This design comes from an exercise in tuning for small area, a short achievable clock period and few clock cycles on the open sky130 flow, not from production work. Where RTL was checked, it was by simulation tests only, not by an equivalence proof against the original. Function not checked in runs 1 and 2: the RTL went through the layout flow alone. Power is estimated from default activity; no workload was simulated.

[flow/config.mk]
export PLATFORM = sky130hd
export DESIGN_NAME = BETA_CORE
export DESIGN_NICKNAME = BETA_CORE
export VERILOG_FILES = /design/flow/design.v
export SDC_FILE = /design/flow/constraint.sdc
export NUM_CORES = 8
export LEC_CHECK = 0
export CAP_MARGIN = 20
export CORE_MARGIN = 2
export CORE_UTILIZATION = 40
export CTS_BUF_LIST = sky130_fd_sc_hd__clkbuf_8
export CTS_CLUSTER_DIAMETER = 80
export CTS_CLUSTER_SIZE = 16
export SLEW_MARGIN = 20
export SYNTH_HIERARCHICAL = 1
[flow/constraint.sdc]
create_clock -name core_clock -period 13.0 [get_ports {CLK}]
set_input_delay 2.6000 -clock core_clock [delete_from_list [all_inputs] [get_ports {CLK}]]
set_output_delay 2.6000 -clock core_clock [all_outputs]
set_load 0.01 [all_outputs]
[flow/design.v]
module RF_AOI222 (input a1, a2, b1, b2, c1, c2, output y);
  assign y = ~((a1 & a2) | (b1 & b2) | (c1 & c2));
endmodule
module RF_AOI22 (input a1, a2, b1, b2, output y);
  assign y = ~((a1 & a2) | (b1 & b2));
endmodule
module RF_NAND4 (input a, b, c, d, output y);
  assign y = ~(a & b & c & d);
endmodule
module RF_NAND3 (input a, b, c, output y);
  assign y = ~(a & b & c);
endmodule
module RF_OR3 (input a, b, c, output y);
  assign y = a | b | c;
endmodule
module RF_RDBIT (
  input  [30:0] Q,
  input  [30:0] S,
  input         F,
  input         W,
  output        Y
  );
  wire [10:0] l;
  wire [2:0]  h;
  genvar g;
  generate
    for (g = 0; g < 10; g = g + 1) begin : T
      RF_AOI222 u (.a1(S[3*g]), .a2(Q[3*g]), .b1(S[3*g+1]), .b2(Q[3*g+1]),
                   .c1(S[3*g+2]), .c2(Q[3*g+2]), .y(l[g]));
    end
  endgenerate
  RF_AOI22 u10 (.a1(S[30]), .a2(Q[30]), .b1(F), .b2(W), .y(l[10]));
  RF_NAND4 n0 (.a(l[0]), .b(l[1]), .c(l[2]), .d(l[3]), .y(h[0]));
  RF_NAND4 n1 (.a(l[4]), .b(l[5]), .c(l[6]), .d(l[7]), .y(h[1]));
  RF_NAND3 n2 (.a(l[8]), .b(l[9]), .c(l[10]), .y(h[2]));
  RF_OR3   o  (.a(h[0]), .b(h[1]), .c(h[2]), .y(Y));
endmodule
module REGFILE (
  input  [31*32-1:0] REGS,    
  input  [30:0]      SEL,     
  input              F,       
  input  [31:0]      W,
  output [31:0]      Y
  );
  genvar b, k;
  generate
    for (b = 0; b < 32; b = b + 1) begin : B
      wire [30:0] q;
      for (k = 0; k < 31; k = k + 1) begin : K
        assign q[k] = REGS[32*k + b];
      end
      RF_RDBIT u (.Q(q), .S(SEL), .F(F), .W(W[b]), .Y(Y[b]));
    end
  endgenerate
endmodule
module ALU_MX2I (input a, b, s, output y);
  assign y = ~(s ? b : a);
endmodule
module ALU_MX2 (input a, b, s, output y);
  assign y = s ? b : a;
endmodule
module ALU_A222OI (input a1, a2, b1, b2, c1, c2, output y);
  assign y = ~((a1 & a2) | (b1 & b2) | (c1 & c2));
endmodule
module ALU_A22OI (input a1, a2, b1, b2, output y);
  assign y = ~((a1 & a2) | (b1 & b2));
endmodule
module ALU_ND2 (input a, b, output y);
  assign y = ~(a & b);
endmodule
module ALU_AOI21 (input a1, a2, b1, output y);
  assign y = ~((a1 & a2) | b1);
endmodule
module ALU_OAI21 (input a1, a2, b1, output y);
  assign y = ~((a1 | a2) & b1);
endmodule
module ALU_NR2 (input a, b, output y);
  assign y = ~(a | b);
endmodule
module ALU_INV (input a, output y);
  assign y = ~a;
endmodule
module ALU_XNOR2 (input a, b, output y);
  assign y = ~(a ^ b);
endmodule
module ALU_XOR2 (input a, b, output y);
  assign y = a ^ b;
endmodule
module ALU_A21O (input a1, a2, b1, output y);
  assign y = (a1 & a2) | b1;
endmodule
module ALU_KSADD (
  input  [31:0] P,
  input  [31:0] G,
  input         CIN,
  output [31:0] SUM
  );
  wire [31:0] g0, g1, g2, g3, g4, g5;
  wire [31:0] p1, p2, p3, p4;
  ALU_A21O c0 (.a1(P[0]), .a2(CIN), .b1(G[0]), .y(g0[0]));
  assign g0[31:1] = G[31:1];
  genvar i;
  generate
    for (i = 0; i < 32; i = i + 1) begin : L
      if (i >= 1) begin : A1
        ALU_AOI21 g (.a1(P[i]), .a2(g0[i-1]), .b1(g0[i]), .y(g1[i]));
      end else begin : B1
        ALU_INV g (.a(g0[i]), .y(g1[i]));
      end
      if (i >= 2) begin : C1
        ALU_ND2 p (.a(P[i]), .b(P[i-1]), .y(p1[i]));
      end else begin : D1
        assign p1[i] = 1'b1;
      end
      if (i >= 2) begin : A2
        ALU_OAI21 g (.a1(p1[i]), .a2(g1[i-2]), .b1(g1[i]), .y(g2[i]));
      end else begin : B2
        ALU_INV g (.a(g1[i]), .y(g2[i]));
      end
      if (i >= 4) begin : C2
        ALU_NR2 p (.a(p1[i]), .b(p1[i-2]), .y(p2[i]));
      end else begin : D2
        assign p2[i] = 1'b0;
      end
      if (i >= 4) begin : A3
        ALU_AOI21 g (.a1(p2[i]), .a2(g2[i-4]), .b1(g2[i]), .y(g3[i]));
      end else begin : B3
        ALU_INV g (.a(g2[i]), .y(g3[i]));
      end
      if (i >= 8) begin : C3
        ALU_ND2 p (.a(p2[i]), .b(p2[i-4]), .y(p3[i]));
      end else begin : D3
        assign p3[i] = 1'b1;
      end
      if (i >= 8) begin : A4
        ALU_OAI21 g (.a1(p3[i]), .a2(g3[i-8]), .b1(g3[i]), .y(g4[i]));
      end else begin : B4
        ALU_INV g (.a(g3[i]), .y(g4[i]));
      end
      if (i >= 16) begin : C4
        ALU_NR2 p (.a(p3[i]), .b(p3[i-8]), .y(p4[i]));
      end else begin : D4
        assign p4[i] = 1'b0;
      end
      if (i >= 16) begin : A5
        ALU_AOI21 g (.a1(p4[i]), .a2(g4[i-16]), .b1(g4[i]), .y(g5[i]));
      end else begin : B5
        ALU_INV g (.a(g4[i]), .y(g5[i]));
      end
      if (i == 0) begin : S0
        ALU_XOR2 s (.a(P[0]), .b(CIN), .y(SUM[0]));
      end else begin : SN
        ALU_XNOR2 s (.a(P[i]), .b(g5[i-1]), .y(SUM[i]));
      end
    end
  endgenerate
endmodule
`timescale 1ns / 1ps
module BETA_CORE(
    input CLK,
    input RESET,
    input IRQ,
    input [31:0] MRD,
    input [31:0] ID,
    output [31:0] IA,
    output [31:0] MA,
    output MOE,
    output MWR,
    output [31:0] MWD
    );
localparam [5:0] OP_LD = 6'b011000, OP_ST = 6'b011001, OP_JMP = 6'b011011,
                 OP_BEQ = 6'b011100, OP_BNE = 6'b011101, OP_LDR = 6'b011111;
reg [31:0] pc_base;      
reg [30:0] pc_tgt;       
reg        pc_tk;        
wire [31:0] pc = pc_tk ? {pc_base[31], pc_tgt} : pc_base;
reg        s2_we;        
reg [4:0]  s2_wa;        
reg        s2_ld;        
reg        s2_st;        
reg        s2_cin;       
reg [3:0]  s2_fn;        
reg [31:0] s2_p;        
reg [31:0] s2_g;        
reg [31:0] s2_d;         
reg [4:0]  s2_sh;        
wire [31:0] sum;
  ALU_KSADD add (.P(s2_p), .G(s2_g), .CIN(s2_cin), .SUM(sum));
  wire eq = &s2_p;
  wire lt = s2_p[31] ? sum[31] : s2_g[31];
  wire cmp = s2_fn[1] ? (lt | (s2_fn[0] ? 1'b0 : eq)) : (s2_fn[0] ? lt : eq);
  wire        shl  = ~s2_fn[1] & ~s2_fn[0];
  wire        fill = s2_fn[1] & s2_p[31];
  wire [31:0] l0, l1, l2, l3, l4, l5, sh;
  genvar si2;
  generate
    for (si2 = 0; si2 < 32; si2 = si2 + 1) begin : SHF
      ALU_MX2I r0 (.a(s2_p[si2]), .b(s2_p[31-si2]), .s(shl), .y(l0[si2]));
      ALU_MX2I s0 (.a(l0[si2]), .b(si2+1  < 32 ? l0[(si2+1)%32]  : ~fill), .s(s2_sh[0]), .y(l1[si2]));
      ALU_MX2I s1 (.a(l1[si2]), .b(si2+2  < 32 ? l1[(si2+2)%32]  :  fill), .s(s2_sh[1]), .y(l2[si2]));
      ALU_MX2I s2 (.a(l2[si2]), .b(si2+4  < 32 ? l2[(si2+4)%32]  : ~fill), .s(s2_sh[2]), .y(l3[si2]));
      ALU_MX2I s3 (.a(l3[si2]), .b(si2+8  < 32 ? l3[(si2+8)%32]  :  fill), .s(s2_sh[3]), .y(l4[si2]));
      ALU_MX2I s4 (.a(l4[si2]), .b(si2+16 < 32 ? l4[(si2+16)%32] : ~fill), .s(s2_sh[4]), .y(l5[si2]));
      ALU_MX2  r1 (.a(l5[si2]), .b(l5[31-si2]), .s(shl), .y(sh[si2]));
    end
  endgenerate
  wire r_sum  = ~s2_ld & (s2_fn[3:2] == 2'b00);
  wire r_cmp  = ~s2_ld & (s2_fn[3:2] == 2'b01);
  wire r_bool = ~s2_ld & (s2_fn[3:2] == 2'b10);
  wire r_sh   = ~s2_ld & (s2_fn[3:2] == 2'b11);
  wire u_g    = r_bool & ~s2_fn[1];
  wire u_p    = r_bool & (s2_fn[1] | s2_fn[0]);
  wire [31:0] x1, x2, wdata;
  generate
    for (si2 = 0; si2 < 32; si2 = si2 + 1) begin : RES
      ALU_A222OI a (.a1(r_sum), .a2(sum[si2]), .b1(s2_ld), .b2(MRD[si2]),
                    .c1(r_sh), .c2(sh[si2]), .y(x1[si2]));
      if (si2 == 0) begin : B0
        ALU_A222OI b (.a1(u_g), .a2(s2_g[0]), .b1(u_p), .b2(s2_p[0]),
                      .c1(r_cmp), .c2(cmp), .y(x2[0]));
      end else begin : BN
        ALU_A22OI b (.a1(u_g), .a2(s2_g[si2]), .b1(u_p), .b2(s2_p[si2]), .y(x2[si2]));
      end
      ALU_ND2 n (.a(x1[si2]), .b(x2[si2]), .y(wdata[si2]));
    end
  endgenerate
assign MA  = sum;
assign MOE = s2_ld;
assign MWR = s2_st & ~RESET;
assign MWD = s2_d;
assign IA  = pc;
wire [5:0] op = ID[31:26];
wire [4:0] rc = ID[25:21];
wire [4:0] ra = ID[20:16];
wire [4:0] rb = ID[15:11];
wire [31:0] lit = {{16{ID[15]}}, ID[15:0]};
wire is_ld  = (op == OP_LD);
wire is_st  = (op == OP_ST);
wire is_jmp = (op == OP_JMP);
wire is_beq = (op == OP_BEQ);
wire is_bne = (op == OP_BNE);
wire is_ldr = (op == OP_LDR);
wire is_alu = op[5] & ((op[3:1] == 3'b000) | (op[3:2] == 2'b01 & op[1:0] != 2'b11) |
                       (op[3:2] == 2'b10) | (op[3:2] == 2'b11 & op[1:0] != 2'b11));
wire illegal = ~(is_ld | is_st | is_jmp | is_beq | is_bne | is_ldr | is_alu);
wire irq = IRQ & ~pc[31];
wire [4:0] rbx = is_st ? rc : rb;
reg [31*32-1:0] regs;
genvar gi;
generate
  for (gi = 0; gi < 31; gi = gi + 1) begin : RW
    always @(posedge CLK)
      if (wsel[gi])
        regs[gi*32 +: 32] <= wdata;
  end
endgenerate
reg [30:0] wsel, sel_a, sel_b;
integer si;
always @(*) begin
  for (si = 0; si < 31; si = si + 1) begin
    wsel[si]  = s2_we & (s2_wa == si);
    sel_a[si] = (ra == si) & ~wsel[si];
    sel_b[si] = (is_st ? (rc == si) : (rb == si)) & ~wsel[si];
  end
end
wire fwd_a = s2_we & (s2_wa == ra);
wire fwd_b = s2_we & (s2_wa == rbx);
wire [31:0] va, vb;
REGFILE rpa (.REGS(regs), .SEL(sel_a), .F(fwd_a), .W(wdata), .Y(va));
REGFILE rpb (.REGS(regs), .SEL(sel_b), .F(fwd_b), .W(wdata), .Y(vb));
wire [30:0] pc4 = pc[30:0] + 31'd4;
wire [30:0] tgt = pc4 + {lit[28:0], 2'b00};
wire z = (va == 32'b0);
wire taken = (is_beq & z) | (is_bne & ~z);
wire link = is_jmp | is_beq | is_bne;
wire sub  = is_alu & ~op[3] & (op[2] | op[0]);
wire inv  = sub | (is_alu & (op[3:0] == 4'b1011));    
always @(posedge CLK) begin
  if (RESET) begin
    pc_base <= 32'h80000000;
  end else if (irq) begin
    pc_base <= 32'h80000008;
  end else if (illegal) begin
    pc_base <= 32'h80000004;
  end else if (is_jmp) begin
    pc_base <= {pc[31] & va[31], va[30:2], 2'b00};
  end else begin
    pc_base <= {pc[31], pc4};
  end
  pc_tk  <= taken & ~irq & ~RESET;
  pc_tgt <= tgt;
end
always @(posedge CLK) begin
  if (RESET) begin
    s2_we <= 1'b0;
    s2_ld <= 1'b0;
    s2_st <= 1'b0;
  end else if (irq | illegal) begin
    s2_we <= 1'b1;
    s2_ld <= 1'b0;
    s2_st <= 1'b0;
  end else begin
    s2_we <= (is_ld | is_ldr | is_alu | link) & (rc != 5'd31);
    s2_ld <= is_ld | is_ldr;
    s2_st <= is_st;
  end
end
wire is_shift = is_alu & (op[3:2] == 2'b11);
reg [31:0] aop, bop;
always @(*) begin
  if (irq | illegal | link) begin
    aop = {pc[31], pc4};
    bop = 32'b0;
  end else if (is_ldr) begin
    aop = {1'b0, tgt};
    bop = 32'b0;
  end else begin
    aop = va;
    bop = is_shift ? 32'b0 : (((is_alu & ~op[4]) ? vb : lit) ^ {32{inv}});
  end
end
always @(posedge CLK) begin
  s2_wa  <= (irq | illegal) ? 5'd30 : rc;
  s2_fn  <= (is_alu & ~irq) ? op[3:0] : 4'b0000;
  s2_cin <= sub & ~irq;
  s2_d   <= vb;
  s2_p   <= aop ^ bop;
  s2_g   <= aop & bop;
  s2_sh  <= (~op[4]) ? vb[4:0] : lit[4:0];
end
endmodule
[flow/flow/run.sh]
#!/bin/bash
# The standard synthesis and layout (standard.sh), with these changes to
# how ORFS makes the layout (the SDC and clock period are the standard flow's):
#  - timing repair aims at a larger setup margin, so that it works on the
#    paths that set the achieved period;
#  - port buffers are buf_2 cells (every port still gets its buffer).
# The tools' full output is in flow_make.log and in orfs/logs/.
set -euo pipefail
bash standard.sh SETUP_SLACK_MARGIN=7.5 \
  "BUFFER_PORTS_ARGS=-buffer_cell sky130_fd_sc_hd__buf_2" \
  finish > flow_make.log 2>&1
[flow/standard.sh]
#!/bin/bash
# synth_recipe.tcl (not shown) runs the flow's synth.tcl, then flattens the netlist and writes it again
# the make line also repeats each setting of config.mk as NAME=value (left out here)
make -C /OpenROAD-flow-scripts/flow DESIGN_CONFIG=/design/flow/config.mk WORK_HOME=/design/flow/orfs CLKGATE_MAP_FILE= SYNTH_SCRIPT=/design/flow/synth_recipe.tcl "${@:-finish}"
==> metrics.cfg, run 1 <==
[run_status]
status = complete, no violations

[global_route]
antenna_found_initial = 11
grt_pass1_wl_um = 305000
overflow = 0
use_met3_pct = 9.87
grt_usage_pct = 31.4
grt_pass1_vias = 39700
use_met2_pct = 46.3
top_usage_layer = met2
grt_max_degree = 50
grt_util_met1_pct = 41.3

[sta]
drv_slew = 0
fin_skew_ns = 0.0629
fin_hold_ws_ns = 0.557
worst_pin_slew_ns = 1.19
slew_headroom_pct = 20.3
period_share_pct = 44.3
setup_viol = 0
hold_violations = 0
fmax_mhz = 174
tns_ns = 0
rsz0062_at_grt = yes
period_needed_ns = 5.75

[die]
fp.coreArea_um2 = 132000
die-area_um2 = 136000
ios = 165
die_y_um = 369
die_x_um = 369
rows = 133
start_util_pct = 40.4

[yosys]
synth_area_um2 = 53200
syn_area_per_cell_um2 = 14.3
ys.warnings.count = 7
syn_inst = 3734
seq_area_frac_synth_pct = 62.7
synth-seq-cells = 1170
synthAdderAreaFrac_pct = 1.59
synthMuxAreaShare_pct = 5.86
synthSimpleGateAreaFrac_pct = 8.07
synth_cell_types = 67
synth_edf_count = 992
async_flop_share_pct = 0
ys.flop_type = edfxtp_1
synth_top_family_by_area = compound AO/OA/AOI/OAI gates
synth-xor-area-share_pct = 2.15
synth-compound-area-share_pct = 18.7

[critical_path]
cp.required_ns = 13.71
r2r_cells = 20
arrival_ns = 6.46
crit_fanout = 24
r2r_start = s2_fn[0]
r2r_end = pc_tk
critPathLaunchType = input port
worstSetupEndpointType = flop
rrSetupSlack_ns = 7.53
critPathKind = input port to flop

[worst_hold_path]
hold_path_end = pc_tgt[0]
hold_path.class = flop to flop
holdPathStages = 1
worstHoldStart = pc_base[0]

[drt]
wl_um = 225000
wl_per_cell_um = 37.6
dr_total_vias = 42900
vias_per_cell = 7.18
drtIter0Drc = 10500
ant_nets = 0
drc = 0
dr.pass1.iters = 14

[final_layout]
final_cell_mix = edfxtp_1 (992), a222oi_1 (673), nand2_1 (220)
areaGrowthSynthToFinish_pct = 16.6
fin_nets = 4300
final_common_cell = edfxtp_1
drive_above_1_share_pct = 25.3

[place]
dpl.hpwl_um = 135000
place_congestion = 1.02
port_buffers = 164

[clock_network]
cts_tree = done
cts-buffers-inserted = 86
cts_sinks = 1170
htreeDepth = 3
cts_buffer_depth = 3
clk_pin_slew_ns = 0.09
clock_latency_ns = 0.85
cts-root-buf = clkbuf_8
holdBufCountCts = 0

[flow_run]
cap_violations = 0

[power]
power.density_nw_per_um2 = 133
p_leak_nw = 20.7
vdd_drop_max_v = 0.0000878

worst max path at each step:
stage | start | slack, ns | depth (start not counted) | endpoint
2_1_floorplan | ID[30] | 5.07 | 16 | s2_p[4]
3_3_place_gp | ID[30] | 5.67 | 16 | s2_p[17]
3_5_place_dp | ID[30] | 5.56 | 16 | s2_p[17]
4_1_cts | ID[29] | 7.47 | 19 | s2_p[18]
5_1_grt | ID[29] | 7.30 | 18 | s2_p[1]
6_report | ID[16] | 7.25 | 10 | s2_p[28]
per-stage QoR:
step / util, % / instance area [um2] / worst slack, ns / power [mW] / std cells
after CTS: 46.4 / 61200 / 7.47 / 8.11 / 5929
after global placement: 43.9 / 57900 / 5.67 / 6.21 / 5737
after global routing: 47.1 / 62100 / 7.30 / 8.46 / 5972
final: 47.1 / 62100 / 7.25 / 8.24 / 5975
after detailed placement: 43.9 / 57900 / 5.56 / 6.23 / 5738
after floorplan: - / 53500 / 5.07 / 5.43 / 3734
Yosys stat by module (local to each module, per instance), excerpt:
module | cell area, um2 | copies in the design | cells
ALU_XNOR2 | 8.76 | 31 | 1
RF_AOI222 | 10.0 | 640 | 1
RF_NAND4 | 6.26 | 128 | 1
ALU_A222OI | 10.0 | 33 | 1
ALU_A22OI | 12.5 | 31 | 1
ALU_MX2I | 10.0 | 192 | 1
BETA_CORE | 39600 | 1 | 2172
RF_OR3 | 6.26 | 64 | 1
ALU_OAI21 | 5.00 | 52 | 1
ALU_INV | 3.75 | 31 | 1
ALU_MX2 | 15.0 | 32 | 1
cells by family after synthesis:
kind of cell,count (synthesis)
buffers and inverters,123
XOR/XNOR,129
AO/OA/AOI/OAI,1080
AND/OR/NAND/NOR,873
flip-flops,1170
adder cells (fa/ha/maj),67
multiplexers,292
routing by layer:
metal  up-vias  routed length, um
met2      3801              95200
met4        12              15100
met1     21200              79800
met5         -                221
li1      17300                  -
met3       608              34400
power breakdown:
part / leakage, nW / internal (mW) / total, mW / switching [mW]
combinational: 9.21 / 0.565 / 1.74 / 1.17
clock: 0.891 / 0.642 / 1.89 / 1.25
sequential: 10.6 / 4.41 / 4.62 / 0.212
cells in the mapped netlist, types with 17 or more instances:
cell	n	area [um2]
a21o_1	17	128
a21oi_1	72	360
a21oi_2	72	631
a222oi_1	673	6740
a22oi_2	96	1200
a31oi_1	20	125
clkbuf_1	45	169
dfxtp_1	178	3560
edfxtp_1	992	29800
ha_1	66	826
inv_1	58	218
mux2_2	24	270
mux2_4	33	495
mux2i_1	235	2350
nand2_1	228	856
nand3_1	89	445
nand4_1	141	882
nor2_1	182	683
nor3_1	75	375
o21ai_0	31	155
o21ai_1	56	280
or3_1	66	413
xnor2_1	110	963
xor2_1	18	158
what timing repair did:
| action | in CTS | in global routing |
|---|---|---|
| endpoints found under the setup margin | 126 | 82 |
| resized for setup | 216 | 132 |
| buffers inserted | 37 | 35 |
| cloned | 16 | 7 |
| pin swaps | 107 | 141 |
cell type report:
| class | count | area, um2 |
|---|---|---|
| Fill cell | 11600 | 69700 |
| Clock buffer | 88 | 1210 |
| Tap cell | 1755 | 2200 |
| Sequential cell | 1170 | 33400 |
| Clock inverter | 50 | 270 |
| Inverter | 58 | 218 |
| Timing Repair Buffer | 409 | 3600 |
| Multi-Input combinational cell | 2441 | 21100 |
| Antenna cell | 4 | 10.0 |
critical path, stage by stage:
cell and delay [ns]:
buf_2 0.14, or2_2 0.48, nor3_4 0.63, buf_4 0.54
a222oi_1 0.17, nand4_1 0.25, or3_1 0.54, mux2i_1 0.22
o21ai_4 0.47, ha_2 0.38
registers in the layout, summed over array words and instances (netlist names):
name / count
s2_wa: 5
s2_cin: 1
s2_p: 32
pc_tgt: 31
s2_ld: 1
regs: 992
s2_st: 1
s2_g: 32
s2_d: 32
pc_base: 32
pc_tk: 1
s2_fn: 4
s2_we: 1
s2_sh: 5
==> inputs of run 2 (changes only) <==
--- a/flow/design.v
+++ b/flow/design.v
@@ -182,4 +182,5 @@
 reg [3:0]  s2_fn;        
-reg [31:0] s2_p;        
-reg [31:0] s2_g;        
+reg [31:0] s2_a;        
+reg [31:0] s2_b;        
+reg        s2_inv;      
 reg [31:0] s2_d;         
@@ -187,2 +188,5 @@
 wire [31:0] sum;
+  wire [31:0] s2_bi = s2_b ^ {32{s2_inv}};
+  wire [31:0] s2_p = s2_a ^ s2_bi;
+  wire [31:0] s2_g = s2_a & s2_bi;
   ALU_KSADD add (.P(s2_p), .G(s2_g), .CIN(s2_cin), .SUM(sum));
@@ -246,3 +250,3 @@
 wire irq = IRQ & ~pc[31];
-wire [4:0] rbx = is_st ? rc : rb;
+wire [4:0] rbx = op[5] ? rb : rc;
 reg [31*32-1:0] regs;
@@ -262,3 +266,3 @@
     sel_a[si] = (ra == si) & ~wsel[si];
-    sel_b[si] = (is_st ? (rc == si) : (rb == si)) & ~wsel[si];
+    sel_b[si] = (op[5] ? (rb == si) : (rc == si)) & ~wsel[si];
   end
@@ -318,3 +322,3 @@
     aop = va;
-    bop = is_shift ? 32'b0 : (((is_alu & ~op[4]) ? vb : lit) ^ {32{inv}});
+    bop = is_shift ? 32'b0 : ((is_alu & ~op[4]) ? vb : lit);
   end
@@ -326,4 +330,5 @@
   s2_d   <= vb;
-  s2_p   <= aop ^ bop;
-  s2_g   <= aop & bop;
+  s2_a   <= aop;
+  s2_b   <= bop;
+  s2_inv <= inv & ~irq;
   s2_sh  <= (~op[4]) ? vb[4:0] : lit[4:0];
--- a/flow/config.mk
+++ b/flow/config.mk
@@ -10,5 +10,4 @@
 export CORE_UTILIZATION = 40
-export CTS_BUF_LIST = sky130_fd_sc_hd__clkbuf_8
-export CTS_CLUSTER_DIAMETER = 80
-export CTS_CLUSTER_SIZE = 16
+export CTS_CLUSTER_DIAMETER = 100
+export CTS_CLUSTER_SIZE = 20
 export SLEW_MARGIN = 20
==> run 2 against run 1 <==
Count of clock-buffer cells in the layout increased by 21. Largest power group unchanged. Still clean. Clock skew is 0.017 ns lower. Critical endpoint is now MA[31]. Utilization rose by 0.63 points. Combinational power rose by 44%.
==> metrics.cfg, run 2 <==
[run_status]
status = complete, no violations

[final_layout]
final_cell_mix = edfxtp_1 (992), a222oi_1 (673), buf_4 (221)
final_common_cell = edfxtp_1
drive_above_1_share_pct = 27.0  ; +1.7 points
largest_reg_flops = 992  ; unchanged
areaGrowthSynthToFinish_pct = 18.1
top_register = regs
fin_nets = 4299  ; -0.023%

[sta]
slew_headroom_pct = 26.9  ; +6.6 points
setup_viol = 0  ; unchanged
period_share_pct = 43.7  ; -0.57 points
drv_slew = 0  ; unchanged
period_needed_ns = 5.68  ; -0.0739 ns
hold_violations = 0  ; unchanged
tns_ns = 0  ; unchanged
worst_pin_slew_ns = 1.10  ; -0.0932 ns
fin_skew_ns = 0.0458  ; -0.0171 ns
rsz0062_at_grt = yes
fmax_mhz = 176  ; +1.3%

[drt]
drc = 0  ; unchanged
dr.pass1.iters = 13  ; -1
dr_total_vias = 43100  ; +0.56%
ant_nets = 0  ; unchanged
wl_per_cell_um = 37.3  ; -0.84%
vias_per_cell = 7.23  ; +0.68%
drtIter0Drc = 10500  ; +0.47%
wl_um = 223000  ; -0.95%

[yosys]
syn_area_per_cell_um2 = 14.2  ; about the same
syn_inst = 3744  ; +0.27%
synth_common_cells = edfxtp_1 (992), a222oi_1 (673), nand2_1 (252)
synth_edf_count = 992  ; unchanged
yosys-top-cells-area = edfxtp_1 (56%), a222oi_1 (13%), dfxtp_1 (6.7%)
netlist.area_leader.share_pct = 55.8  ; -0.12 points
yosysMostFrequentCell = edfxtp_1
ys.warnings.count = 7  ; unchanged
synth_top_cell_by_area = edfxtp_1
async_flop_share_pct = 0  ; unchanged
ys.flop_type = edfxtp_1
seq_area_frac_synth_pct = 62.6  ; -0.093 points
synth-seq-cells = 1171  ; +0.085%
synth_area_um2 = 53300  ; +0.21%
synth_cell_types = 71  ; +6.0%

[global_route]
top_usage_layer = met2
grt_pass1_vias = 39500  ; -0.56%
overflow = 0  ; unchanged
grt_pass1_wl_um = 304000  ; -0.54%
use_met3_pct = 7.95  ; -1.9 points
grt_max_degree = 53  ; +6.0%
use_met2_pct = 46.5  ; +0.13 points
antenna_found_initial = 11  ; unchanged
grt_util_met1_pct = 41.8  ; +0.51 points
grt_usage_pct = 31.2  ; -0.25 points

[die]
start_util_pct = 40.4  ; about the same
die-area_um2 = 136000  ; +0.21%
rows = 133  ; unchanged
fp.coreArea_um2 = 132000  ; +0.13%
die_x_um = 369  ; +0.10%
ios = 165  ; unchanged
die_y_um = 369  ; +0.10%

[critical_path]
cp.required_ns = 10.40  ; -3.31 ns
critPathLaunchType = flop
crit_fanout = 6  ; -75%
arrival_ns = 3.08  ; -3.38 ns
critPathKind = flop to primary output
worstSetupEndpointType = primary output

[power]
power.total_mw = 9.42  ; +14%
p_leak_nw = 21.0  ; +1.6%
vdd_drop_max_v = 0.0000985  ; +12%
power.density_nw_per_um2 = 150  ; +13%

[clock_network]
cts_sinks = 1171  ; +0.085%
cts-buffers-inserted = 69  ; -20%
cts_tree = done
holdBufCountCts = 0  ; unchanged
clock_latency_ns = 0.68  ; -0.17 ns
htreeDepth = 3  ; unchanged
clk_pin_slew_ns = 0.08  ; about the same
cts-root-buf = clkbuf_16
cts_buffer_depth = 3  ; unchanged

[flow_run]
cap_violations = 0  ; unchanged

[worst_hold_path]
hold_path.class = flop to flop

[place]
place_congestion = 1.00  ; -1.4%
port_buffers = 164  ; unchanged
dpl.hpwl_um = 141000  ; +4.6%

[run 2: cell types whose count changed after synthesis, sizes merged, moves of 13 or more]
cell | before | now
nand2 | 229 | 252
xor2 | 18 | 53
a21oi | 144 | 175
xnor2 | 110 | 73
nor2 | 182 | 149
o21ai | 87 | 74
[run 2: stage by stage]
step	hold WS, ns	instances	setup WS [ns]	cell area [um2]	utilization [%]
after global routing	0.584	5965	7.24	63000	47.7
after floorplan	0.448	3744	6.22	53600	-
after global placement	0.548	5749	6.41	58000	44.0
final	0.553	5968	7.32	63000	47.7
after detailed placement	0.537	5751	6.40	58000	44.0
after CTS	0.548	5931	7.35	62000	47.0
[run 2: per-layer routing]
metal  vias up  routed length [um]
met3       585               30900
met5         -                  93
met4        10               14500
met1     21600               81100
met2      3587               95900
li1      17300                   -
[run 2: per-module statistics from Yosys (local to each module, per instance), excerpt]
module | flops+latches | cells
ALU_A22OI | 0 | 1
RF_AOI222 | 0 | 1
ALU_MX2I | 0 | 1
ALU_A21O | 0 | 1
ALU_INV | 0 | 1
ALU_ND2 | 0 | 1
[run 2: worst max-delay path, cell delays in order, from the launching register on]
cell     delay (ns)
dfxtp_4        0.37
buf_8          0.16
xor2_4         0.19
ha_4           0.28
a21o_1         0.19
buf_4          0.15
inv_2          0.04
o21ai_4        0.18
a21oi_2        0.09
o21ai_2        0.21
a21oi_2        0.12
xnor2_2        0.24
buf_2          0.18
[run 2: logic make-up (layout without fill, tap and decap cells)]
kind of cell,count (synthesis),after routing,synth area share (%)
muxes,282,282,5.64
buffers and inverters,125,590,0.966
xor gates and xnor gates,126,126,2.08
DFF,1171,1171,62.6
and+or+nand+nor,876,877,8.25
AOI/OAI and AO/OA,1098,1098,18.9
other,0,3,0
adders and majority gates,66,66,1.56
[run 2: cell type report]
type                            count  area (um2)
Clock inverter                      6        88.8
Inverter                           60         228
Sequential cell                  1171       33400
Timing Repair Buffer              415        3030
Multi-Input combinational cell   2449       22100
Clock buffer                      109        1910
Antenna cell                        3        7.51
Fill cell                       11500       69000
Tap cell                         1755        2200
[run 2: final timing paths]
kind	cells past startpoint	from	endpoint	slack (ns)
worst min register to register	2	pc_base[31]	s2_a[31]	0.55
worst max-delay path	12	s2_inv	MA[31]	7.32
worst max register to register	24	s2_inv	pc_tk	7.43
worst min-delay path	2	pc_base[31]	s2_a[31]	0.55
[run 2: power by group]
part	switching (mW)	total [mW]	leakage (nW)	internal, mW
clock network	1.24	2.27	0.954	1.03
registers	0.143	4.64	10.5	4.49
logic	1.66	2.51	9.50	0.851
[run 2: what timing repair did]
| item | 4_1_cts | 5_1_grt |
|---|---|---|
| pin swaps | 63 | 72 |
| gates cloned | 3 | 1 |
| resized for setup | 266 | 135 |
| buffers inserted | 62 | 33 |
| setup endpoints to repair | 141 | 42 |
==> inputs of run 3 (changes only) <==
--- a/flow/design.v
+++ b/flow/design.v
@@ -3,5 +3,2 @@
 endmodule
-module RF_AOI22 (input a1, a2, b1, b2, output y);
-  assign y = ~((a1 & a2) | (b1 & b2));
-endmodule
 module RF_NAND4 (input a, b, c, d, output y);
@@ -15,2 +12,8 @@
 endmodule
+module RF_ND2 (input a, b, output y);
+  assign y = ~(a & b);
+endmodule
+module RF_A21O (input a1, a2, b1, output y);
+  assign y = (a1 & a2) | b1;
+endmodule
 module RF_RDBIT (
@@ -20,2 +23,3 @@
   input         W,
+  output        TR,
   output        Y
@@ -31,3 +35,3 @@
   endgenerate
-  RF_AOI22 u10 (.a1(S[30]), .a2(Q[30]), .b1(F), .b2(W), .y(l[10]));
+  RF_ND2   u10 (.a(S[30]), .b(Q[30]), .y(l[10]));
   RF_NAND4 n0 (.a(l[0]), .b(l[1]), .c(l[2]), .d(l[3]), .y(h[0]));
@@ -35,3 +39,4 @@
   RF_NAND3 n2 (.a(l[8]), .b(l[9]), .c(l[10]), .y(h[2]));
-  RF_OR3   o  (.a(h[0]), .b(h[1]), .c(h[2]), .y(Y));
+  RF_OR3   o  (.a(h[0]), .b(h[1]), .c(h[2]), .y(TR));
+  RF_A21O  f  (.a1(F), .a2(W), .b1(TR), .y(Y));
 endmodule
@@ -42,2 +47,3 @@
   input  [31:0]      W,
+  output [31:0]      TR,      
   output [31:0]      Y
@@ -51,3 +57,3 @@
       end
-      RF_RDBIT u (.Q(q), .S(SEL), .F(F), .W(W[b]), .Y(Y[b]));
+      RF_RDBIT u (.Q(q), .S(SEL), .F(F), .W(W[b]), .TR(TR[b]), .Y(Y[b]));
     end
@@ -184,3 +190,2 @@
 reg [31:0] s2_b;        
-reg        s2_inv;      
 reg [31:0] s2_d;         
@@ -188,5 +193,4 @@
 wire [31:0] sum;
-  wire [31:0] s2_bi = s2_b ^ {32{s2_inv}};
-  wire [31:0] s2_p = s2_a ^ s2_bi;
-  wire [31:0] s2_g = s2_a & s2_bi;
+  wire [31:0] s2_p = s2_a ^ s2_b;
+  wire [31:0] s2_g = s2_a & s2_b;
   ALU_KSADD add (.P(s2_p), .G(s2_g), .CIN(s2_cin), .SUM(sum));
@@ -196,4 +200,7 @@
   wire        shl  = ~s2_fn[1] & ~s2_fn[0];
-  wire        fill = s2_fn[1] & s2_p[31];
-  wire [31:0] l0, l1, l2, l3, l4, l5, sh;
+  wire        fill = s2_fn[1] & s2_a[31];
+  wire [4:0]  sk = ~s2_sh;
+  wire [4:0]  sl = s2_sh & {5{shl}};
+  wire [4:0]  sr = s2_sh & {5{~shl}};
+  wire [31:0] l0, l1, l2, l3, l4, sh;
   genvar si2;
@@ -201,9 +208,18 @@
     for (si2 = 0; si2 < 32; si2 = si2 + 1) begin : SHF
-      ALU_MX2I r0 (.a(s2_p[si2]), .b(s2_p[31-si2]), .s(shl), .y(l0[si2]));
-      ALU_MX2I s0 (.a(l0[si2]), .b(si2+1  < 32 ? l0[(si2+1)%32]  : ~fill), .s(s2_sh[0]), .y(l1[si2]));
-      ALU_MX2I s1 (.a(l1[si2]), .b(si2+2  < 32 ? l1[(si2+2)%32]  :  fill), .s(s2_sh[1]), .y(l2[si2]));
-      ALU_MX2I s2 (.a(l2[si2]), .b(si2+4  < 32 ? l2[(si2+4)%32]  : ~fill), .s(s2_sh[2]), .y(l3[si2]));
-      ALU_MX2I s3 (.a(l3[si2]), .b(si2+8  < 32 ? l3[(si2+8)%32]  :  fill), .s(s2_sh[3]), .y(l4[si2]));
-      ALU_MX2I s4 (.a(l4[si2]), .b(si2+16 < 32 ? l4[(si2+16)%32] : ~fill), .s(s2_sh[4]), .y(l5[si2]));
-      ALU_MX2  r1 (.a(l5[si2]), .b(l5[31-si2]), .s(shl), .y(sh[si2]));
+      ALU_INV    n  (.a(s2_a[si2]), .y(l0[si2]));
+      ALU_A222OI h0 (.a1(sk[0]), .a2(l0[si2]),
+                     .b1(sl[0]), .b2(si2 >= 1  ? l0[(si2+31)%32] : 1'b1),
+                     .c1(sr[0]), .c2(si2 + 1  < 32 ? l0[(si2+1)%32]  : ~fill), .y(l1[si2]));
+      ALU_A222OI h1 (.a1(sk[1]), .a2(l1[si2]),
+                     .b1(sl[1]), .b2(si2 >= 2  ? l1[(si2+30)%32] : 1'b0),
+                     .c1(sr[1]), .c2(si2 + 2  < 32 ? l1[(si2+2)%32]  :  fill), .y(l2[si2]));
+      ALU_A222OI h2 (.a1(sk[2]), .a2(l2[si2]),
+                     .b1(sl[2]), .b2(si2 >= 4  ? l2[(si2+28)%32] : 1'b1),
+                     .c1(sr[2]), .c2(si2 + 4  < 32 ? l2[(si2+4)%32]  : ~fill), .y(l3[si2]));
+      ALU_A222OI h3 (.a1(sk[3]), .a2(l3[si2]),
+                     .b1(sl[3]), .b2(si2 >= 8  ? l3[(si2+24)%32] : 1'b0),
+                     .c1(sr[3]), .c2(si2 + 8  < 32 ? l3[(si2+8)%32]  :  fill), .y(l4[si2]));
+      ALU_A222OI h4 (.a1(sk[4]), .a2(l4[si2]),
+                     .b1(sl[4]), .b2(si2 >= 16 ? l4[(si2+16)%32] : 1'b1),
+                     .c1(sr[4]), .c2(si2 + 16 < 32 ? l4[(si2+16)%32] : ~fill), .y(sh[si2]));
     end
@@ -272,7 +288,10 @@
 wire [31:0] va, vb;
-REGFILE rpa (.REGS(regs), .SEL(sel_a), .F(fwd_a), .W(wdata), .Y(va));
-REGFILE rpb (.REGS(regs), .SEL(sel_b), .F(fwd_b), .W(wdata), .Y(vb));
+wire [31:0] ta, tb;
+REGFILE rpa (.REGS(regs), .SEL(sel_a), .F(fwd_a), .W(wdata), .TR(ta), .Y(va));
+REGFILE rpb (.REGS(regs), .SEL(sel_b), .F(fwd_b), .W(wdata), .TR(tb), .Y(vb));
 wire [30:0] pc4 = pc[30:0] + 31'd4;
 wire [30:0] tgt = pc4 + {lit[28:0], 2'b00};
-wire z = (va == 32'b0);
+wire z_w = (wdata == 32'b0);
+wire z_r = (ta == 32'b0);
+wire z = z_r & (z_w | ~fwd_a);
 wire taken = (is_beq & z) | (is_bne & ~z);
@@ -312,15 +331,24 @@
 wire is_shift = is_alu & (op[3:2] == 2'b11);
-reg [31:0] aop, bop;
+reg [31:0] aop;
 always @(*) begin
-  if (irq | illegal | link) begin
+  if (irq | illegal | link)
     aop = {pc[31], pc4};
-    bop = 32'b0;
-  end else if (is_ldr) begin
+  else if (is_ldr)
     aop = {1'b0, tgt};
-    bop = 32'b0;
-  end else begin
+  else
     aop = va;
-    bop = is_shift ? 32'b0 : ((is_alu & ~op[4]) ? vb : lit);
-  end
 end
+wire use_vb  = is_alu & ~op[4] & ~is_shift & ~irq;
+wire use_lit = (is_ld | is_st | (is_alu & op[4] & ~is_shift)) & ~irq;
+wire inv_e   = inv & ~irq;
+wire [31:0] lit_e = (lit ^ {32{inv_e}}) & {32{use_lit}};
+wire [31:0] b0 = use_vb ? {32{inv_e}}  : lit_e;
+wire [31:0] b1 = use_vb ? {32{~inv_e}} : lit_e;
+wire [31:0] bop;
+genvar bi;
+generate
+  for (bi = 0; bi < 32; bi = bi + 1) begin : BOP
+    ALU_MX2 m (.a(b0[bi]), .b(b1[bi]), .s(vb[bi]), .y(bop[bi]));
+  end
+endgenerate
 always @(posedge CLK) begin
@@ -332,3 +360,2 @@
   s2_b   <= bop;
-  s2_inv <= inv & ~irq;
   s2_sh  <= (~op[4]) ? vb[4:0] : lit[4:0];
--- a/flow/flow/run.sh
+++ b/flow/flow/run.sh
@@ -8,3 +8,3 @@
 set -euo pipefail
-bash standard.sh SETUP_SLACK_MARGIN=7.5 \
+bash standard.sh SETUP_SLACK_MARGIN=7.8 \
   "BUFFER_PORTS_ARGS=-buffer_cell sky130_fd_sc_hd__buf_2" \
==> run 3 against run 2 <==
Synthesized cell count grew 2.5%. Setup slack got worse by 0.076 ns. Power decreased by 3.6%. Critical path depth grew 2. Fmax decreased by 1.3%. Count of clock-buffer cells in the layout shrank 5. Sequential power fell by 1%. Die area down 0.67%. Sequential share of layout area up 0.61 points. Synthesized area fell by 0.68%. Largest cell class unchanged. Largest power group unchanged.
==> metrics.cfg, run 3 <==
[sta]
drv_slew = 0  ; unchanged
rsz0062_at_grt = yes
fin_skew_ns = 0.0502  ; +0.00436 ns
worst_pin_slew_ns = 1.00  ; -0.0968 ns
setup_ws_ns = 7.24  ; -0.0757 ns
slew_headroom_pct = 33.2  ; +6.4 points
tns_ns = 0  ; unchanged
fmax_mhz = 174  ; -1.3%
period_needed_ns = 5.76  ; +0.0757 ns
hold_violations = 0  ; unchanged
setup_viol = 0  ; unchanged
period_share_pct = 44.3  ; +0.58 points
fin_hold_ws_ns = 0.482  ; -0.0707 ns

[final_layout]
drive_above_1_share_pct = 22.9  ; -4.1 points
fin_util_pct = 47.4  ; -0.34 points
areaGrowthSynthToFinish_pct = 17.6
final_cell_mix = edfxtp_1 (992), a222oi_1 (833), nand2_1 (268)
final_common_cell = edfxtp_1
fin_nets = 4410  ; +2.6%
top_register = regs
fin_area_um2 = 62300  ; -1.1%
largest_reg_flops = 992  ; unchanged
stdcell_count = 6089  ; +2.0%
fill_cells = 11500  ; +0.30%

[clock_network]
clock_latency_ns = 0.69  ; about the same
clk_pin_slew_ns = 0.09  ; about the same
cts_sinks = 1170  ; -0.085%
cts-root-buf = clkbuf_16
htreeDepth = 3  ; unchanged
cts_tree = done
cts_buffer_depth = 3  ; unchanged
cts-buffers-inserted = 70  ; +1.4%

[yosys]
synth-compound-area-share_pct = 22.1  ; +3.1 points
ys.flop_type = edfxtp_1
seq_area_frac_synth_pct = 63.0  ; +0.39 points
syn_area_per_cell_um2 = 13.8  ; -3.1%
synth_cell_types = 72  ; +1.4%
synthSimpleGateAreaFrac_pct = 8.77  ; +0.52 points
synth_area_um2 = 53000  ; -0.68%
synthAdderAreaFrac_pct = 1.50  ; -0.060 points
yosysMostFrequentCell = edfxtp_1
synth_top_cell_by_area = edfxtp_1
ys.warnings.count = 7  ; unchanged
synth_top_family_by_area = compound AO/OA/AOI/OAI gates
syn_inst = 3836  ; +2.5%
yosys-top-cells-area = edfxtp_1 (56%), a222oi_1 (16%), dfxtp_1 (6.7%)
netlist.area_leader.share_pct = 56.2  ; +0.38 points
synth_edf_count = 992  ; unchanged
synth-xor-area-share_pct = 1.52  ; -0.56 points
synth-seq-cells = 1170  ; -0.085%
synthMuxAreaShare_pct = 1.83  ; -3.8 points
synth_common_cells = edfxtp_1 (992), a222oi_1 (833), nand2_1 (289)
async_flop_share_pct = 0  ; unchanged

[critical_path]
r2r_start = s2_we
crit_fanout = 34  ; +28
cp_slowest_stage_delay_ns = 0.72  ; +0.35 ns
path_delay_family = simple AND/OR/NAND/NOR gates
crit_cells = 14  ; +2
worstSetupEndpointType = flop
path_cells = nor2b_1 > nand3_1 > nor2_4 > buf_4 > nor3_2 > buf_4 > a222oi_1 > nand4_1 > or3_4 > nor4_4 > nand4_1 > nor3_2 > xnor2_1 > nor3_1
cp.required_ns = 13.61  ; +3.21 ns
arrival_ns = 6.36  ; +3.28 ns
critPathLaunchType = flop
rrSetupSlack_ns = 7.24  ; -0.19 ns
crit_path_start = s2_we
r2r_end = pc_tk
r2r_cells = 14  ; -42%
critPathCapture = pc_tk
critPathKind = flop to flop
critPathSlowestCell = dfxtp_1
crit_buf_inv = 2  ; -2

[global_route]
overflow = 0  ; unchanged
use_met3_pct = 9.39  ; +1.4 points
use_met2_pct = 47.9  ; +1.5 points
grt_util_met1_pct = 41.9  ; +0.11 points
grt_usage_pct = 32.2  ; +0.99 points
top_usage_layer = met2
grt_pass1_wl_um = 313000  ; +3.2%
grt_max_degree = 50  ; -5.7%
grt_pass1_vias = 40900  ; +3.5%
antenna_found_initial = 23  ; +12

[drt]
vias_per_cell = 7.43  ; +2.8%
drc = 0  ; unchanged
dr.pass1.iters = 20  ; +7
drtIter0Drc = 12300  ; +17%
dr_total_vias = 45200  ; +4.9%
wl_um = 230000  ; +3.4%
wl_per_cell_um = 37.8  ; +1.3%
ant_nets = 0  ; unchanged

[die]
die-area_um2 = 135000  ; -0.67%
ios = 165  ; unchanged
die_x_um = 368  ; -0.33%
die_y_um = 368  ; -0.33%
rows = 133  ; unchanged
start_util_pct = 40.3  ; -0.12 points
fp.coreArea_um2 = 131000  ; -0.38%

[flow_run]
cap_violations = 0  ; unchanged

[place]
dp.cells = 5872  ; +2.1%
dpl.hpwl_um = 142000  ; +0.82%
port_buffers = 164  ; unchanged
placed_area_um2 = 57700  ; -0.57%
post-place-ws_ns = 5.93  ; -0.472 ns
place_congestion = 0.977  ; -2.8%

[power]
p_int_mw = 6.18  ; -3.0%
netSwitchingFraction_pct = 31.9  ; -0.44 points
power_frac_comb_pct = 23.7  ; -3.0 points
vdd_drop_max_v = 0.000106  ; +7.5%
power.total_mw = 9.08  ; -3.6%
seqPwrFrac_pct = 50.6  ; +1.4 points
power.density_nw_per_um2 = 146  ; -2.6%
switchingPower_mw = 2.90  ; -4.9%
p_leak_nw = 20.8  ; -0.79%
power.share.clock_pct = 25.7  ; +1.6 points

[worst_hold_path]
hold_path.class = flop to flop

[run_status]
status = complete, no violations

## run 3: cell types whose count changed after synthesis, sizes merged, moves of 17 or more
cell    before  now
mux2i      228   32
a222oi     673  833
o21ai       74  100
a21o        14   71
xor2        53   21
a22o         0   17
nand2      252  289
a22oi       95   34
inv         60  111
## run 3: cells by family after synthesis
group / count (synthesis)
adders and majority gates: 63
buffers and inverters: 181
DFF: 1170
other: 2
muxes: 79
AOI/OAI and AO/OA: 1306
xor gates and xnor gates: 92
and+or+nand+nor: 943
## run 3: area by class of cell
type / instances / area, um2 / share of cell area (%)
antenna: 13 / 32.5 / 0.0522
timing repair buffer: 412 / 3210 / 5.15
inverter: 111 / 424 / 0.681
clock inverter: 9 / 100 / 0.161
clock buffer: 104 / 1960 / 3.15
sequential: 1170 / 33400 / 53.6
multi-input combinational: 2514 / 20900 / 33.6
timing repair inverter: 1 / 5.00 / 0.00804
tap: 1755 / 2200 / 3.53
## run 3: Yosys stat by module, one instance, submodules excluded, a selection
module / times used / area [um2] / flip-flops and latches
ALU_ND2: 84 / 3.75 / 0
ALU_INV: 63 / 3.75 / 0
RF_AOI222: 640 / 10.0 / 0
ALU_OAI21: 52 / 5.00 / 0
ALU_A222OI: 193 / 10.0 / 0
ALU_XOR2: 1 / 8.76 / 0
BETA_CORE: 1 / 39600 / 1170
RF_NAND3: 64 / 5.00 / 0
RF_NAND4: 128 / 6.26 / 0
ALU_MX2: 32 / 15.0 / 0
RF_A21O: 64 / 7.51 / 0
RF_OR3: 64 / 6.26 / 0
## run 3: worst reg2reg max path, stage by stage (launching register included)
cell,delay (ns)
dfxtp_1,0.72
nor2b_1,0.34
nand3_1,0.36
nor2_4,0.20
buf_4,0.59
nor3_2,0.12
buf_4,0.35
a222oi_1,0.49
nand4_1,0.51
or3_4,0.60
nor4_4,0.42
nand4_1,0.41
nor3_2,0.31
xnor2_1,0.10
nor3_1,0.17
## run 3: worst min path at each step
stage / from / endpoint / slack (ns) / depth (start not counted)
after floorplan: pc_base[31] / s2_a[31] / 0.46 / 2
after global placement: pc_base[31] / s2_a[31] / 0.48 / 2
after detailed placement: pc_base[31] / s2_a[31] / 0.47 / 2
after CTS: pc_base[31] / s2_a[31] / 0.48 / 2
after global routing: pc_base[31] / s2_a[31] / 0.53 / 2
final: pc_base[31] / s2_a[31] / 0.48 / 2
## run 3: layer usage
metal / up-vias / part of all wire (%)
li1: 18100 / -
met1: 22100 / 34
met2: 4208 / 43
met3: 831 / 15
met4: 12 / 7.6
met5: - / 0.11
## run 3: repair_timing
| action | 4_1_cts | 5_1_grt |
|---|---|---|
| setup buffers | 31 | 51 |
| pin swaps | 46 | 92 |
| gates resized for setup | 209 | 164 |
| setup endpoints to repair | 129 | 86 |
| hold buffers | 0 | 0 |
| cloned | 5 | 4 |
## run 3: power groups by stage
| stage | Sequential [mW] | Clock [mW] | Combinational (mW) |
|---|---|---|---|
| after floorplan | 4.59 | 0 | 0.985 |
| after global placement | 4.65 | 0 | 1.84 |
| after detailed placement | 4.65 | 0 | 1.85 |
| after CTS | 4.58 | 2.34 | 1.96 |
| after global routing | 4.59 | 2.47 | 2.20 |
| final | 4.59 | 2.33 | 2.15 |
Testbench counts of run 3, summed over its fixed seeds: cycles 24,737.
==> inputs of run 4 (changes only) <==
--- a/flow/flow/run.sh
+++ b/flow/flow/run.sh
@@ -8,3 +8,3 @@
 set -euo pipefail
-bash standard.sh SETUP_SLACK_MARGIN=7.8 \
+bash standard.sh SETUP_SLACK_MARGIN=7.5 \
   "BUFFER_PORTS_ARGS=-buffer_cell sky130_fd_sc_hd__buf_2" \
==> run 4 against run 3 <==
Still clean. First-iteration DRC count is 8.2% higher. Fmax increased by 2.7%. Wire length about the same. Synthesized area is the same. Power fell by 1.4%. Worst hold slack gained 0.035 ns. Cell count down 0.82%. Die area unchanged. Sequential share of layout area rose by 1.3 points. Largest cell class unchanged.
==> metrics.cfg, run 4 <==
[power]
power.total_mw = 8.95  ; -1.4%
seqPwrFrac_pct = 51.2  ; +0.6 points
switchingPower_mw = 2.88  ; -0.62%
power_frac_comb_pct = 23.3  ; -0.4 points
p_int_mw = 6.07  ; -1.8%
netSwitchingFraction_pct = 32.2  ; +0.26 points
power.density_nw_per_um2 = 147  ; +1.1%
p_leak_nw = 20.2  ; -3.0%
power.share.clock_pct = 25.5  ; -0.2 points
vdd_drop_max_v = 0.000127  ; +20%

[drt]
dr_total_vias = 44900  ; -0.71%
ant_nets = 0  ; unchanged
drc = 0  ; unchanged
dr.pass1.iters = 21  ; +5.0%
drtIter0Drc = 13300  ; +8.2%
vias_per_cell = 7.44  ; +0.11%
wl_per_cell_um = 38.1  ; +0.80%
wl_um = 230000  ; about the same

[critical_path]
critPathSlowestCell = or3_4
arrival_ns = 6.17  ; -0.19 ns
r2r_cells = 17  ; +3
crit_fanout = 32  ; -5.9%
cp.required_ns = 13.56  ; -0.05 ns
path_cells = buf_4 > nand2b_4 > or2_4 > nor4_2 > buf_4 > a222oi_1 > nand4_1 > or3_4 > nor4_4 > nand4_1 > nor3_2 > xnor2_1 > nor3_1
worstSetupEndpointType = flop
cp_slowest_stage_delay_ns = 0.61  ; -0.11 ns
critPathKind = input port to flop
critPathLaunchType = input port

[place]
port_buffers = 164  ; unchanged
dpl.hpwl_um = 143000  ; +0.46%
post-place-ws_ns = 6.38  ; +0.457 ns
dp.cells = 5869  ; -0.051%
placed_area_um2 = 57700  ; about the same
place_congestion = 1.01  ; +3.8%

[clock_network]
cts_tree = done
holdBufCountCts = 0  ; unchanged
htreeDepth = 3  ; unchanged
clock_latency_ns = 0.69  ; about the same
cts-root-buf = clkbuf_16
cts-buffers-inserted = 69  ; -1.4%
cts_buffer_depth = 3  ; unchanged
clk_pin_slew_ns = 0.09  ; about the same
cts_sinks = 1170  ; unchanged

[die]
fp.coreArea_um2 = 131000  ; unchanged
rows = 133  ; unchanged
ios = 165  ; unchanged
die_y_um = 368  ; unchanged
die-area_um2 = 135000  ; unchanged
start_util_pct = 40.3  ; unchanged
die_x_um = 368  ; unchanged

[final_layout]
final_cell_mix = edfxtp_1 (992), a222oi_1 (833), nand2_1 (284)
fin_nets = 4366  ; -1.0%
top_register = regs
drive_above_1_share_pct = 19.2  ; -3.7 points
areaGrowthSynthToFinish_pct = 14.6
stdcell_count = 6039  ; -0.82%
fin_area_um2 = 60700  ; -2.5%
fill_cells = 11700  ; +1.7%
final_common_cell = edfxtp_1
largest_reg_flops = 992  ; unchanged

[worst_hold_path]
holdPathStages = 2  ; unchanged
hold_path.class = flop to flop

[yosys]
synth_area_um2 = 53000  ; unchanged
synth-seq-cells = 1170  ; unchanged
seq_area_frac_synth_pct = 63.0  ; unchanged
ys.flop_type = edfxtp_1
async_flop_share_pct = 0  ; unchanged
netlist.area_leader.share_pct = 56.2  ; unchanged
synth_edf_count = 992  ; unchanged
yosysMostFrequentCell = edfxtp_1
synth_common_cells = edfxtp_1 (992), a222oi_1 (833), nand2_1 (289)
synth_top_cell_by_area = edfxtp_1
syn_area_per_cell_um2 = 13.8  ; unchanged
syn_inst = 3836  ; unchanged
ys.warnings.count = 7  ; unchanged
synth_cell_types = 72  ; unchanged
yosys-top-cells-area = edfxtp_1 (56%), a222oi_1 (16%), dfxtp_1 (6.7%)

[global_route]
grt_usage_pct = 32.1  ; -0.094 points
grt_pass1_wl_um = 312000  ; -0.55%
antenna_found_initial = 23  ; unchanged
grt_pass1_vias = 40400  ; -1.3%
overflow = 0  ; unchanged
grt_max_degree = 46  ; -8.0%

[sta]
worst_pin_slew_ns = 1.14  ; +0.135 ns
rsz0062_at_grt = yes
setup_viol = 0  ; unchanged
slew_headroom_pct = 24.3  ; -8.9 points
drv_slew = 0  ; unchanged
period_share_pct = 43.1  ; -1.2 points
period_needed_ns = 5.60  ; -0.153 ns
fmax_mhz = 178  ; +2.7%
setup_ws_ns = 7.40  ; +0.153 ns
hold_violations = 0  ; unchanged
fin_skew_ns = 0.0339  ; -0.0163 ns
tns_ns = 0  ; unchanged

[run_status]
status = complete, no violations

[flow_run]
cap_violations = 0  ; unchanged

[run 4: cell types whose count changed in the layout (fill, tap and decap cells not counted), sizes merged]
| cell | before | now |
|---|---|---|
| clkinvlp | 4 | 3 |
| diode | 13 | 11 |
| bufbuf | 4 | 0 |
| inv | 115 | 113 |
| clkbuf | 113 | 103 |
| buf | 399 | 364 |
| clkinv | 2 | 6 |
[run 4: logic make-up after synthesis]
logic type / count (synthesis) / share of synthesized area, %
buf+inv: 181 / 1.35
simple gates: 943 / 8.77
flops: 1170 / 63.0
mux: 79 / 1.83
other cells: 2 / 0.0142
xor+xnor: 92 / 1.52
fa+ha+maj: 63 / 1.50
compound gates: 1306 / 22.1
[run 4: path summary, 6_finish.rpt]
path,startpoint,to,slack [ns]
worst max-delay path,ID[17],pc_tk,7.40
worst min-delay path,pc_base[31],s2_a[31],0.52
worst min register to register,pc_base[31],s2_a[31],0.52
worst max register to register,s2_fn[1],pc_tk,7.57
[run 4: Yosys stat by module, one instance, submodules excluded, a selection]
module / flip-flops and latches / times used
ALU_OAI21: 0 / 52
BETA_CORE: 1170 / 1
RF_A21O: 0 / 64
RF_ND2: 0 / 64
RF_OR3: 0 / 64
ALU_A21O: 0 / 1
RF_AOI222: 0 / 640
ALU_XNOR2: 0 / 31
ALU_NR2: 0 / 42
RF_NAND4: 0 / 128
ALU_AOI21: 0 / 72
[run 4: per-layer routing]
metal	global-route usage, %	share of wire [%]
met1	41.8	36
met4	18.1	7.7
met5	0	0.015
met3	8.91	14
met2	48.1	43
[run 4: critical path, delay by kind of cell]
| kind | cells | cell delay (ns) |
|---|---|---|
| xor gates and xnor gates | 1 | 0.16 |
| AOI/OAI and AO/OA | 1 | 0.40 |
| and+or+nand+nor | 9 | 2.42 |
| buffers and inverters | 2 | 0.54 |
[run 4: final cells by class]
class | count | area (um2) | area share [%]
Sequential cell | 1170 | 33400 | 54.9
Multi-Input combinational cell | 2514 | 20200 | 33.3
Timing Repair Buffer | 369 | 2510 | 4.14
Tap cell | 1755 | 2200 | 3.62
Clock buffer | 98 | 1860 | 3.06
Inverter | 111 | 424 | 0.698
Clock inverter | 10 | 141 | 0.233
Antenna cell | 11 | 27.5 | 0.0453
Timing Repair inverter | 1 | 7.51 | 0.0124
[run 4: power groups by stage]
stage	Clock (mW)	Combinational, mW	Sequential, mW
after floorplan	0	0.985	4.59
after global placement	0	1.86	4.66
after detailed placement	0	1.88	4.65
after CTS	2.29	1.92	4.57
after global routing	2.42	2.13	4.58
final	2.28	2.08	4.58
[run 4: metrics by stage]
stage	util, %	hold WS [ns]
6_report	46.2	0.517
5_1_grt	46.2	0.551
4_1_cts	45.6	0.516
3_5_place_dp	43.9	0.504
3_3_place_gp	43.9	0.500
2_1_floorplan	-	0.455
[run 4: what timing repair did]
action | CTS | global route
resized for setup | 42 | 109
setup endpoints to repair | 48 | 78
buffers inserted | 13 | 33
pin swaps | 17 | 60
gates cloned | 1 | 4
==> inputs of run 5 (changes only) <==
--- a/flow/design.v
+++ b/flow/design.v
@@ -249,2 +249,4 @@
 assign MWR = s2_st & ~RESET;
+reg rst;
+always @(posedge CLK) rst <= RESET;
 assign MWD = s2_d;
@@ -301,3 +303,3 @@
 always @(posedge CLK) begin
-  if (RESET) begin
+  if (rst) begin
     pc_base <= 32'h80000000;
@@ -312,3 +314,3 @@
   end
-  pc_tk  <= taken & ~irq & ~RESET;
+  pc_tk  <= taken & ~irq & ~rst;
   pc_tgt <= tgt;
@@ -316,3 +318,3 @@
 always @(posedge CLK) begin
-  if (RESET) begin
+  if (rst) begin
     s2_we <= 1'b0;
--- a/flow/flow/run.sh
+++ b/flow/flow/run.sh
@@ -8,3 +8,3 @@
 set -euo pipefail
-bash standard.sh SETUP_SLACK_MARGIN=7.5 \
+bash standard.sh SETUP_SLACK_MARGIN=7.6 \
   "BUFFER_PORTS_ARGS=-buffer_cell sky130_fd_sc_hd__buf_2" \
--- a/flow/config.mk
+++ b/flow/config.mk
@@ -9,3 +9,3 @@
 export CORE_MARGIN = 2
-export CORE_UTILIZATION = 40
+export CORE_UTILIZATION = 55
 export CTS_CLUSTER_DIAMETER = 100
==> run 5 against run 4 <==
Via count is 1.5% higher. Design area is 0.92% lower. Sequential share of layout area is 0.59 points higher. Combinational power hardly changed. Clock skew is 0.0081 ns higher. Largest power group unchanged. Highest routed layer unchanged.
==> metrics.cfg, run 5 <==
[run_status]
status = complete, no violations

[global_route]
grt_pass1_vias = 42500  ; +5.2%
overflow = 0  ; unchanged
grt_usage_pct = 45.2  ; +13 points
grt_pass1_wl_um = 315000  ; +1.2%
grt_max_degree = 51  ; +11%
antenna_found_initial = 22  ; -4.3%

[critical_path]
r2r_start = s2_fn[1]
critPathKind = input port to flop
cp.required_ns = 13.58  ; +0.02 ns
r2r_cells = 15  ; -2
worstSetupEndpointType = flop
crit_fanout = 32  ; unchanged
critPathLaunchType = input port
arrival_ns = 6.24  ; +0.07 ns
crit_path_start = ID[20]
r2r_end = s2_a[28]
cp_slowest_stage_delay_ns = 0.59  ; -0.02 ns
rrSetupSlack_ns = 7.61  ; +0.04 ns
critPathSlowestCell = or3_4
path_cells = buf_2 > or3b_4 > nor3_2 > buf_4 > a222oi_1 > nand4_1 > or3_4 > nor4_2 > nand4_1 > nor3_2 > xnor2_1 > nor3_1

[place]
placed_area_um2 = 56900  ; -1.5%
dpl.hpwl_um = 141000  ; -1.8%
dp.cells = 5338  ; -9.0%
port_buffers = 164  ; unchanged
place_congestion = 1.02  ; +0.61%

[worst_hold_path]
hold_path.class = flop to flop
hold_path_end = pc_base[3]
worstHoldStart = rst
holdPathStages = 1  ; -1

[final_layout]
fin_nets = 4328  ; -0.87%
stdcell_count = 5513  ; -8.7%
areaGrowthSynthToFinish_pct = 14.0
largest_reg_flops = 992  ; unchanged
final_cell_mix = edfxtp_1 (992), a222oi_1 (833), nand2_1 (292)
drive_above_1_share_pct = 20.1  ; +0.89 points
fin_area_um2 = 60200  ; -0.92%
top_register = regs
final_common_cell = edfxtp_1
fill_cells = 7233  ; -38%

[die]
start_util_pct = 55.5  ; +15 points
rows = 113  ; -15%
die-area_um2 = 98500  ; -27%
fp.coreArea_um2 = 95000  ; -28%
ios = 165  ; unchanged
die_y_um = 314  ; -15%
die_x_um = 314  ; -15%

[drt]
drtIter0Drc = 13200  ; -0.64%
vias_per_cell = 8.27  ; +11%
dr.pass1.iters = 20  ; -4.8%
drc = 0  ; unchanged
wl_per_cell_um = 41.8  ; +9.9%
dr_total_vias = 45600  ; +1.5%
wl_um = 231000  ; +0.28%
ant_nets = 0  ; unchanged

[sta]
period_share_pct = 43.6  ; +0.47 points
rsz0062_at_grt = yes
fin_skew_ns = 0.0419  ; +0.00805 ns
worst_pin_slew_ns = 1.20  ; +0.0650 ns
drv_slew = 0  ; unchanged
hold_violations = 0  ; unchanged
fmax_mhz = 177  ; -1.1%
setup_viol = 0  ; unchanged
slew_headroom_pct = 20.0  ; -4.3 points
period_needed_ns = 5.66  ; +0.0605 ns
tns_ns = 0  ; unchanged

[yosys]
synth_top_cell_by_area = edfxtp_1
synth_cell_types = 67  ; -6.9%
async_flop_share_pct = 0  ; unchanged
synth-seq-cells = 1171  ; +0.085%
ys.warnings.count = 7  ; unchanged
synth_edf_count = 992  ; unchanged
syn_area_per_cell_um2 = 13.9  ; +0.67%
netlist.area_leader.share_pct = 56.4  ; +0.21 points
ys.flop_type = edfxtp_1
yosys-top-cells-area = edfxtp_1 (56%), a222oi_1 (16%), dfxtp_1 (6.8%)
yosysMostFrequentCell = edfxtp_1
synth_area_um2 = 52800  ; -0.38%
synth_common_cells = edfxtp_1 (992), a222oi_1 (833), nand2_1 (296)
syn_inst = 3796  ; -1.0%
seq_area_frac_synth_pct = 63.2  ; +0.28 points

[clock_network]
cts_buffer_depth = 3  ; unchanged
cts-buffers-inserted = 69  ; unchanged
holdBufCountCts = 0  ; unchanged
cts_sinks = 1171  ; +0.085%
clock_latency_ns = 0.71  ; +0.02 ns
cts-root-buf = clkbuf_16
cts_tree = done
htreeDepth = 3  ; unchanged
clk_pin_slew_ns = 0.09  ; about the same

[flow_run]
cap_violations = 0  ; unchanged

[power]
vdd_drop_max_v = 0.000173  ; +36%
p_leak_nw = 20.2  ; +0.17%
power.density_nw_per_um2 = 149  ; +1.2%
power.total_mw = 8.97  ; +0.30%

run 5: cells by family after synthesis:
group | Yosys count | synth area share, %
buffers and inverters | 169 | 1.28
multiplexers | 74 | 1.75
AO/OA/AOI/OAI | 1300 | 22.1
flip-flops | 1171 | 63.2
XOR/XNOR | 96 | 1.61
adder cells (fa/ha/maj) | 63 | 1.51
AND/OR/NAND/NOR | 921 | 8.56
other | 2 | 0.0142
run 5: layout make-up:
class / instances / area, um2 / share of cell area (%)
flip-flops and latches: 1171 / 33400 / 55.5
multi-input cells: 2485 / 20300 / 33.7
repair buffers: 373 / 2500 / 4.16
clock buffers: 103 / 1880 / 3.12
well taps: 1265 / 1580 / 2.63
inverters: 96 / 364 / 0.605
clock inverters: 9 / 145 / 0.241
diodes: 9 / 22.5 / 0.0374
repair inverters: 2 / 12.5 / 0.0208
run 5: per-module statistics from Yosys (local to each module, per instance), a selection:
module     cells  flip-flops and latches  cell area (um2)
RF_A21O        1                       0             7.51
ALU_OAI21      1                       0             5.00
ALU_AOI21      1                       0             8.76
ALU_A22OI      1                       0             12.5
RF_NAND4       1                       0             6.26
ALU_MX2        1                       0             15.0
run 5: metal layers:
layer	share of wire (%)	global-route usage (%)
met1	32	54.9
met2	43	67.6
met3	16	14.4
met4	9.8	33.9
met5	0.035	0
run 5: power breakdown:
part	switching, mW	internal, mW
clock	1.26	1.02
combinational	1.47	0.629
sequential	0.133	4.45
run 5: through the flow:
stage          utilization [%]  worst slack [ns]  hold slack, ns
6_report                  63.3              7.34           0.568
5_1_grt                   63.3              7.38           0.579
4_1_cts                   62.7              7.48           0.554
3_5_place_dp              59.8              6.50           0.528
3_3_place_gp              59.8              6.39           0.547
2_1_floorplan                -              7.04           0.402
run 5: how the worst max path moves through the flow:
| stage | end | cells past startpoint |
|---|---|---|
| after floorplan | s2_b[0] | 10 |
| after global placement | s2_b[23] | 8 |
| after detailed placement | s2_b[23] | 10 |
| after CTS | MWR | 3 |
| after global routing | pc_tk | 12 |
| final | pc_tk | 12 |
run 5: what timing repair did:
| item | CTS | global route |
|---|---|---|
| gates resized for setup | 101 | 88 |
| setup buffers | 26 | 26 |
| pin swaps | 22 | 37 |
| gates cloned | 1 | 1 |
| setup endpoints to repair | 97 | 61 |
run 5: worst max-delay path: cells and delay by family:
family / cells / cell delay (ns)
AND/OR/NAND/NOR: 8 / 2.55
buffers and inverters: 2 / 0.47
XOR/XNOR: 1 / 0.16
AO/OA/AOI/OAI: 1 / 0.43
Testbench counts of run 5, summed over its fixed seeds: cycles 24,745.

re-timing with driven ports:
The flow's constraints put no driver on any port. The routed layouts listed below were extracted and timed again, unchanged, in two steps.
Step 1 sets driving cells, clkbuf_16 on the clock port and buf_2 on the other inputs (assumed; they add their load-dependent delay and slew).
Step 2, shift: input delay + t, output delay - t, t = (earliest + latest rising clock arrival at the registers) / 2. This alone moves slack from input paths to output paths.
Slacks: no drivers / after step 1 / after step 2; pairs: no drivers / after step 1.
run	t (ns)	slack for setup (ns)	worst setup path at the end	clock arrival spread, ns
run 1	0.887	7.246 / 7.266 / 6.379	input to register	0.065 / 0.065
run 2	0.741	7.319 / 7.236 / 6.578	input to register	0.046 / 0.046
run 3	0.740	7.244 / 7.214 / 6.473	input to register	0.050 / 0.051
run 4	0.740	7.396 / 7.405 / 6.665	input to register	0.034 / 0.034
run 5	0.758	7.336 / 7.314 / 6.557	input to register	0.043 / 0.043
After both steps setup and hold are still met in every run listed. For run 1, which loses most, drivers alone change the setup slack by +0.020 ns; drivers and shift together by -0.867 ns.
